This design comes from an exercise in tuning for small area on the open sky130 flow, not from production work.
Function was checked by simulation only, so behaviour that the tests miss may differ from the original.
Power and IR drop assume default switching activity.

==> flow/design.v <==
module dma_module #(
	parameter DATA_SIZE = 1280 * 720 * 3 / 8,
	parameter DATA_SIZE_LOG = 19,
	parameter BURST_SIZE = 16,
	parameter BURST_NUM = DATA_SIZE / BURST_SIZE
)
(
	input					read_active,
	input		[31:0]		read_address,
	output	reg				read_idle,
	input					write_active,
	input		[31:0]		write_address,
	output	reg				write_idle,
	output		[3:0]		rw_resp,
	input					m_axi_acp_aclk,
	input					axi_resetn,
	output	reg	[31:0]		m_axi_acp_araddr,
	output	reg				m_axi_acp_arvalid,
	input					m_axi_acp_arready,
	input		[2:0]		m_axi_acp_rid,
	input		[63:0]		m_axi_acp_rdata,
	input		[1:0]		m_axi_acp_rresp,
	input					m_axi_acp_rlast,
	input					m_axi_acp_rvalid,
	output					m_axi_acp_rready,
	output	reg	[31:0]		m_axi_acp_awaddr,
	output	reg				m_axi_acp_awvalid,
	input					m_axi_acp_awready,
	output		[63:0]		m_axi_acp_wdata,
	output					m_axi_acp_wlast,
	output					m_axi_acp_wvalid,
	input					m_axi_acp_wready,
	input		[2:0]		m_axi_acp_bid,
	input		[1:0]		m_axi_acp_bresp,
	input		[4:0]		m_axi_acp_buser,
	input					m_axi_acp_bvalid,
	output	reg				m_axi_acp_bready,
	output		[63:0]		mm2s_data,
	output					mm2s_valid,
	input					mm2s_ready,
	input		[63:0]		s2mm_data,
	input					s2mm_valid,
	output					s2mm_ready
);
	localparam [9:0] BN_HI = BURST_NUM / 32;
	reg	[DATA_SIZE_LOG-1:0]	rdata_count;
	reg						rdata_ch_active;
	reg	[4:0]				rd_neg;
	reg	[DATA_SIZE_LOG-1:0]	wdata_count;
	reg						wdata_ch_active;
	reg	[1:0]				bresp;
	assign rw_resp = {m_axi_acp_rresp, bresp};
	wire ar_hs  = m_axi_acp_arvalid & m_axi_acp_arready;
	wire r_beat = m_axi_acp_rready & m_axi_acp_rvalid;
	wire r_last = r_beat & m_axi_acp_rlast;
	wire aw_hs  = m_axi_acp_awvalid & m_axi_acp_awready;
	wire w_beat = m_axi_acp_wvalid & m_axi_acp_wready;
	genvar i;
	wire [24:0] ra_q = m_axi_acp_araddr[31:7];
	localparam [24:0] RA_HEAD = 25'b0010001000010000010000001;
	wire [24:0] ra_s, ra_c, ra_a, ra_p;
	generate for (i = 0; i < 25; i = i + 1) begin : g_ra
		if (i == 0) begin : g_first
			assign ra_a[i] = ra_q[i];
			assign ra_p[i] = 1'b1;
			assign ra_c[i] = ar_hs;
		end else if (RA_HEAD[i]) begin : g_head
			assign ra_a[i] = ra_q[i];
			assign ra_p[i] = ra_p[i-1] & ra_a[i-1];
			assign ra_c[i] = ar_hs & ra_p[i];
		end else begin : g_body
			assign ra_a[i] = ra_a[i-1] & ra_q[i];
			assign ra_p[i] = ra_p[i-1];
			assign ra_c[i] = ra_q[i-1] & ra_c[i-1];
		end
		assign ra_s[i] = ra_q[i] ^ ra_c[i];
	end endgenerate
	always @(posedge m_axi_acp_aclk) begin
		if (read_active)
			m_axi_acp_araddr <= read_address;
		else
			m_axi_acp_araddr[31:7] <= ra_s;
	end
	localparam [18:0] RC_HEAD = 19'b0001000100001000001;
	wire [18:0] rc_s, rc_c, rc_a, rc_p;
	generate for (i = 0; i < 19; i = i + 1) begin : g_rc
		if (i == 0) begin : g_first
			assign rc_a[i] = rdata_count[i];
			assign rc_p[i] = 1'b1;
			assign rc_c[i] = r_beat;
		end else if (RC_HEAD[i]) begin : g_head
			assign rc_a[i] = rdata_count[i];
			assign rc_p[i] = rc_p[i-1] & rc_a[i-1];
			assign rc_c[i] = r_beat & rc_p[i];
		end else begin : g_body
			assign rc_a[i] = rc_a[i-1] & rdata_count[i];
			assign rc_p[i] = rc_p[i-1];
			assign rc_c[i] = rdata_count[i-1] & rc_c[i-1];
		end
		assign rc_s[i] = rdata_count[i] ^ rc_c[i];
	end endgenerate
	always @(posedge m_axi_acp_aclk) begin
		if (~axi_resetn)
			rdata_count <= 0;
		else
			rdata_count <= rc_s;
	end
	wire [9:0] r_ah = rdata_count[18:9];
	wire [4:0] r_al = rdata_count[8:4];
	wire r_ah_mid = (r_ah[9:1] == BN_HI[9:1]);
	wire r_done = r_ah_mid & r_ah[0] & (r_al == 5'd0);
	wire r_cnt_zero = (rd_neg == 5'd0);
	wire r_sum_hit = r_ah_mid & (r_ah[0] == r_cnt_zero) & (r_al == rd_neg);
	always @(posedge m_axi_acp_aclk) begin
		if (~axi_resetn)
			rd_neg <= 0;
		else if (ar_hs & ~r_last)
			rd_neg <= rd_neg - 1;
		else if (~ar_hs & r_last)
			rd_neg <= rd_neg + 1;
	end
	always @(posedge m_axi_acp_aclk) begin
		if (~axi_resetn)
			m_axi_acp_arvalid <= 0;
		else
			m_axi_acp_arvalid <= ~read_idle & (rd_neg != 5'd1) & ~r_sum_hit;
	end
	always @(posedge m_axi_acp_aclk) begin
		if (~axi_resetn)
			rdata_ch_active <= 0;
		else
			rdata_ch_active <= ~r_cnt_zero;
	end
	always @(posedge m_axi_acp_aclk) begin
		if (~axi_resetn)
			read_idle <= 1;
		else if (r_done)
			read_idle <= 1;
		else if (read_active)
			read_idle <= 0;
	end
	assign mm2s_data = m_axi_acp_rdata;
	assign m_axi_acp_rready = mm2s_ready & rdata_ch_active;
	assign mm2s_valid = m_axi_acp_rvalid & rdata_ch_active;
	wire [21:0] wa_q = m_axi_acp_awaddr[31:10];
	localparam [21:0] WA_HEAD = 22'b0001000010000010000001;
	wire [21:0] wa_s, wa_c, wa_a, wa_p;
	generate for (i = 0; i < 22; i = i + 1) begin : g_wa
		if (i == 0) begin : g_first
			assign wa_a[i] = wa_q[i];
			assign wa_p[i] = 1'b1;
			assign wa_c[i] = aw_hs;
		end else if (WA_HEAD[i]) begin : g_head
			assign wa_a[i] = wa_q[i];
			assign wa_p[i] = wa_p[i-1] & wa_a[i-1];
			assign wa_c[i] = aw_hs & wa_p[i];
		end else begin : g_body
			assign wa_a[i] = wa_a[i-1] & wa_q[i];
			assign wa_p[i] = wa_p[i-1];
			assign wa_c[i] = wa_q[i-1] & wa_c[i-1];
		end
		assign wa_s[i] = wa_q[i] ^ wa_c[i];
	end endgenerate
	always @(posedge m_axi_acp_aclk) begin
		if (write_active)
			m_axi_acp_awaddr <= write_address;
		else
			m_axi_acp_awaddr[31:10] <= wa_s;
	end
	localparam [18:0] WC_HEAD = 19'b0001000100001000001;
	wire [18:0] wc_s, wc_c, wc_a, wc_p;
	generate for (i = 0; i < 19; i = i + 1) begin : g_wc
		if (i == 0) begin : g_first
			assign wc_a[i] = wdata_count[i];
			assign wc_p[i] = 1'b1;
			assign wc_c[i] = w_beat;
		end else if (WC_HEAD[i]) begin : g_head
			assign wc_a[i] = wdata_count[i];
			assign wc_p[i] = wc_p[i-1] & wc_a[i-1];
			assign wc_c[i] = w_beat & wc_p[i];
		end else begin : g_body
			assign wc_a[i] = wc_a[i-1] & wdata_count[i];
			assign wc_p[i] = wc_p[i-1];
			assign wc_c[i] = wdata_count[i-1] & wc_c[i-1];
		end
		assign wc_s[i] = wdata_count[i] ^ wc_c[i];
	end endgenerate
	always @(posedge m_axi_acp_aclk) begin
		if (~axi_resetn)
			wdata_count <= 0;
		else
			wdata_count <= wc_s;
	end
	wire w_done = (wdata_count[18:4] == BURST_NUM);
	assign m_axi_acp_wlast = &wdata_count[3:0];
	always @(posedge m_axi_acp_aclk) begin
		if (~axi_resetn)
			m_axi_acp_awvalid <= 0;
		else
			m_axi_acp_awvalid <= ~aw_hs & ~wdata_ch_active & ((wdata_count[3:0] == 4'd0) | write_active) & ~write_idle;
	end
	always @(posedge m_axi_acp_aclk) begin
		if (~axi_resetn)
			wdata_ch_active <= 0;
		else if (aw_hs)
			wdata_ch_active <= 1;
		else if (w_beat)
			wdata_ch_active <= ~m_axi_acp_wlast;
	end
	always @(posedge m_axi_acp_aclk) begin
		if (~axi_resetn)
			write_idle <= 1;
		else if (w_done)
			write_idle <= 1;
		else if (write_active)
			write_idle <= 0;
	end
	assign m_axi_acp_wdata = s2mm_data;
	assign m_axi_acp_wvalid = s2mm_valid & wdata_ch_active;
	assign s2mm_ready = m_axi_acp_wready & wdata_ch_active;
	always @(posedge m_axi_acp_aclk) begin
		if (~axi_resetn)
			m_axi_acp_bready <= 0;
		else
			m_axi_acp_bready <= w_beat & m_axi_acp_wlast;
	end
	always @(posedge m_axi_acp_aclk) begin
		if (~axi_resetn)
			bresp <= 0;
		else if (w_beat)
			bresp <= m_axi_acp_bresp;
	end
endmodule
export LEC_CHECK = 0
export CAP_MARGIN = 20
export CORE_MARGIN = 2
export CORE_UTILIZATION = 40
export PLACE_DENSITY = 0.3
export SLEW_MARGIN = 20
export BUFFER_PORTS_ARGS = -buffer_cell sky130_fd_sc_hd__buf_1
export CTS_ARGS = -sink_clustering_enable -repair_clock_nets -dont_use_dummy_load -buf_list {sky130_fd_sc_hd__clkbuf_4} -sink_clustering_size 30 -sink_clustering_max_diameter 100
create_clock -name core_clock -period 2.5 [get_ports {m_axi_acp_aclk}]
standard.sh (not shown) runs the stock make flow with config.mk's settings and CLKGATE_MAP_FILE= SYNTH_SCRIPT=/design/flow/synth_recipe.tcl, a recipe that flattens the netlist after the stock synthesis.
==> flow/flow/run.sh <==
#!/bin/bash
# The standard ORFS layout, with three changes:
#  - ABC maps the logic with an area-oriented script (flow/abc_map.script)
#    instead of ORFS's speed script; the rest of the synthesis is unchanged
#  - the port buffers are the smallest buffer, sky130_fd_sc_hd__buf_1
#  - CTS uses clkbuf_4 only and no dummy loads
set -euo pipefail
cd "$(dirname "$0")/.."
W=$PWD
cat >> config.mk <<'MK'
export BUFFER_PORTS_ARGS = -buffer_cell sky130_fd_sc_hd__buf_1
export CTS_ARGS = -sink_clustering_enable -repair_clock_nets -dont_use_dummy_load -buf_list {sky130_fd_sc_hd__clkbuf_4} -sink_clustering_size 30 -sink_clustering_max_diameter 100
MK
# synthesis with a copy of ORFS's scripts whose ABC script is replaced
rm -rf "$W/scripts_abc"
cp -r "$FLOW_HOME/scripts" "$W/scripts_abc"
cp "$W/flow/abc_map.script" "$W/scripts_abc/abc_speed.script"
sed "s#^make #make SCRIPTS_DIR=$W/scripts_abc #" standard.sh > synth.sh
bash synth.sh synth > synth.log 2>&1
# the rest of the layout, as the standard flow
bash standard.sh > standard.log 2>&1
==> flow/flow/abc_map.script <==
strash
dc2
dch -f
amap
topo
stime -c
Next try:
--- a/flow/design.v
+++ b/flow/design.v
@@ -108,19 +108,25 @@
 	wire [9:0] r_ah = rdata_count[18:9];
 	wire [4:0] r_al = rdata_count[8:4];
 	wire r_ah_mid = (r_ah[9:1] == BN_HI[9:1]);
 	wire r_done = r_ah_mid & r_ah[0] & (r_al == 5'd0);
 	wire r_cnt_zero = (rd_neg == 5'd0);
 	wire r_sum_hit = r_ah_mid & (r_ah[0] == r_cnt_zero) & (r_al == rd_neg);
+	wire rd_inc = ~ar_hs & r_last;
+	wire rd_dec = ar_hs & ~r_last;
+	wire [4:0] rd_t;
+	assign rd_t[0] = rd_inc | rd_dec;
+	assign rd_t[1] = (rd_inc & rd_neg[0]) | (rd_dec & ~rd_neg[0]);
+	assign rd_t[2] = (rd_inc & (&rd_neg[1:0])) | (rd_dec & ~(|rd_neg[1:0]));
+	assign rd_t[3] = (rd_inc & (&rd_neg[2:0])) | (rd_dec & ~(|rd_neg[2:0]));
+	assign rd_t[4] = (rd_inc & (&rd_neg[3:0])) | (rd_dec & ~(|rd_neg[3:0]));
 	always @(posedge m_axi_acp_aclk) begin
 		if (~axi_resetn)
 			rd_neg <= 0;
-		else if (ar_hs & ~r_last)
-			rd_neg <= rd_neg - 1;
-		else if (~ar_hs & r_last)
-			rd_neg <= rd_neg + 1;
+		else
+			rd_neg <= rd_neg ^ rd_t;
 	end
 	always @(posedge m_axi_acp_aclk) begin
 		if (~axi_resetn)
 			m_axi_acp_arvalid <= 0;
 		else
 			m_axi_acp_arvalid <= ~read_idle & (rd_neg != 5'd1) & ~r_sum_hit;
What happened:
- total power grows by 1.4%
- setup slack improves by 0.032 ns
- final cell count is lower by 1.1%
- wire length rises by 6.1%
- utilization came out higher by 0.67 points
- hold slack stays flat
- die area falls by 1.1%

-- static timing again, ports no longer ideal --
How much do the figures lean on ideal ports? The routed layouts below were timed once more, with nothing changed but the port constraints.
Step 1 (the two cells are an assumption about what drives the block):
set clk [get_ports {m_axi_acp_aclk}]
set_driving_cell -lib_cell sky130_fd_sc_hd__clkbuf_16 $clk
set_driving_cell -lib_cell sky130_fd_sc_hd__buf_2 [delete_from_list [all_inputs] $clk]
Step 2 also shifts input and output timing later by t, the mid clock arrival at the registers, as if the neighbouring blocks saw the same clock.
Slacks: ideal ports / drivers / drivers and shift; pairs: ideal ports / drivers.
run	shift t [ns]	slack for setup (ns)	worst register clock-pin slew, ns
the first run	0.529	0.273 / 0.273 / 0.101	0.11 / 0.11
the second run	0.533	0.305 / 0.305 / 0.138	0.10 / 0.10
After both steps every run listed still meets setup and hold. For the first run, which loses most, drivers alone change the setup slack by 0.000 ns; drivers and shift together by -0.172 ns.
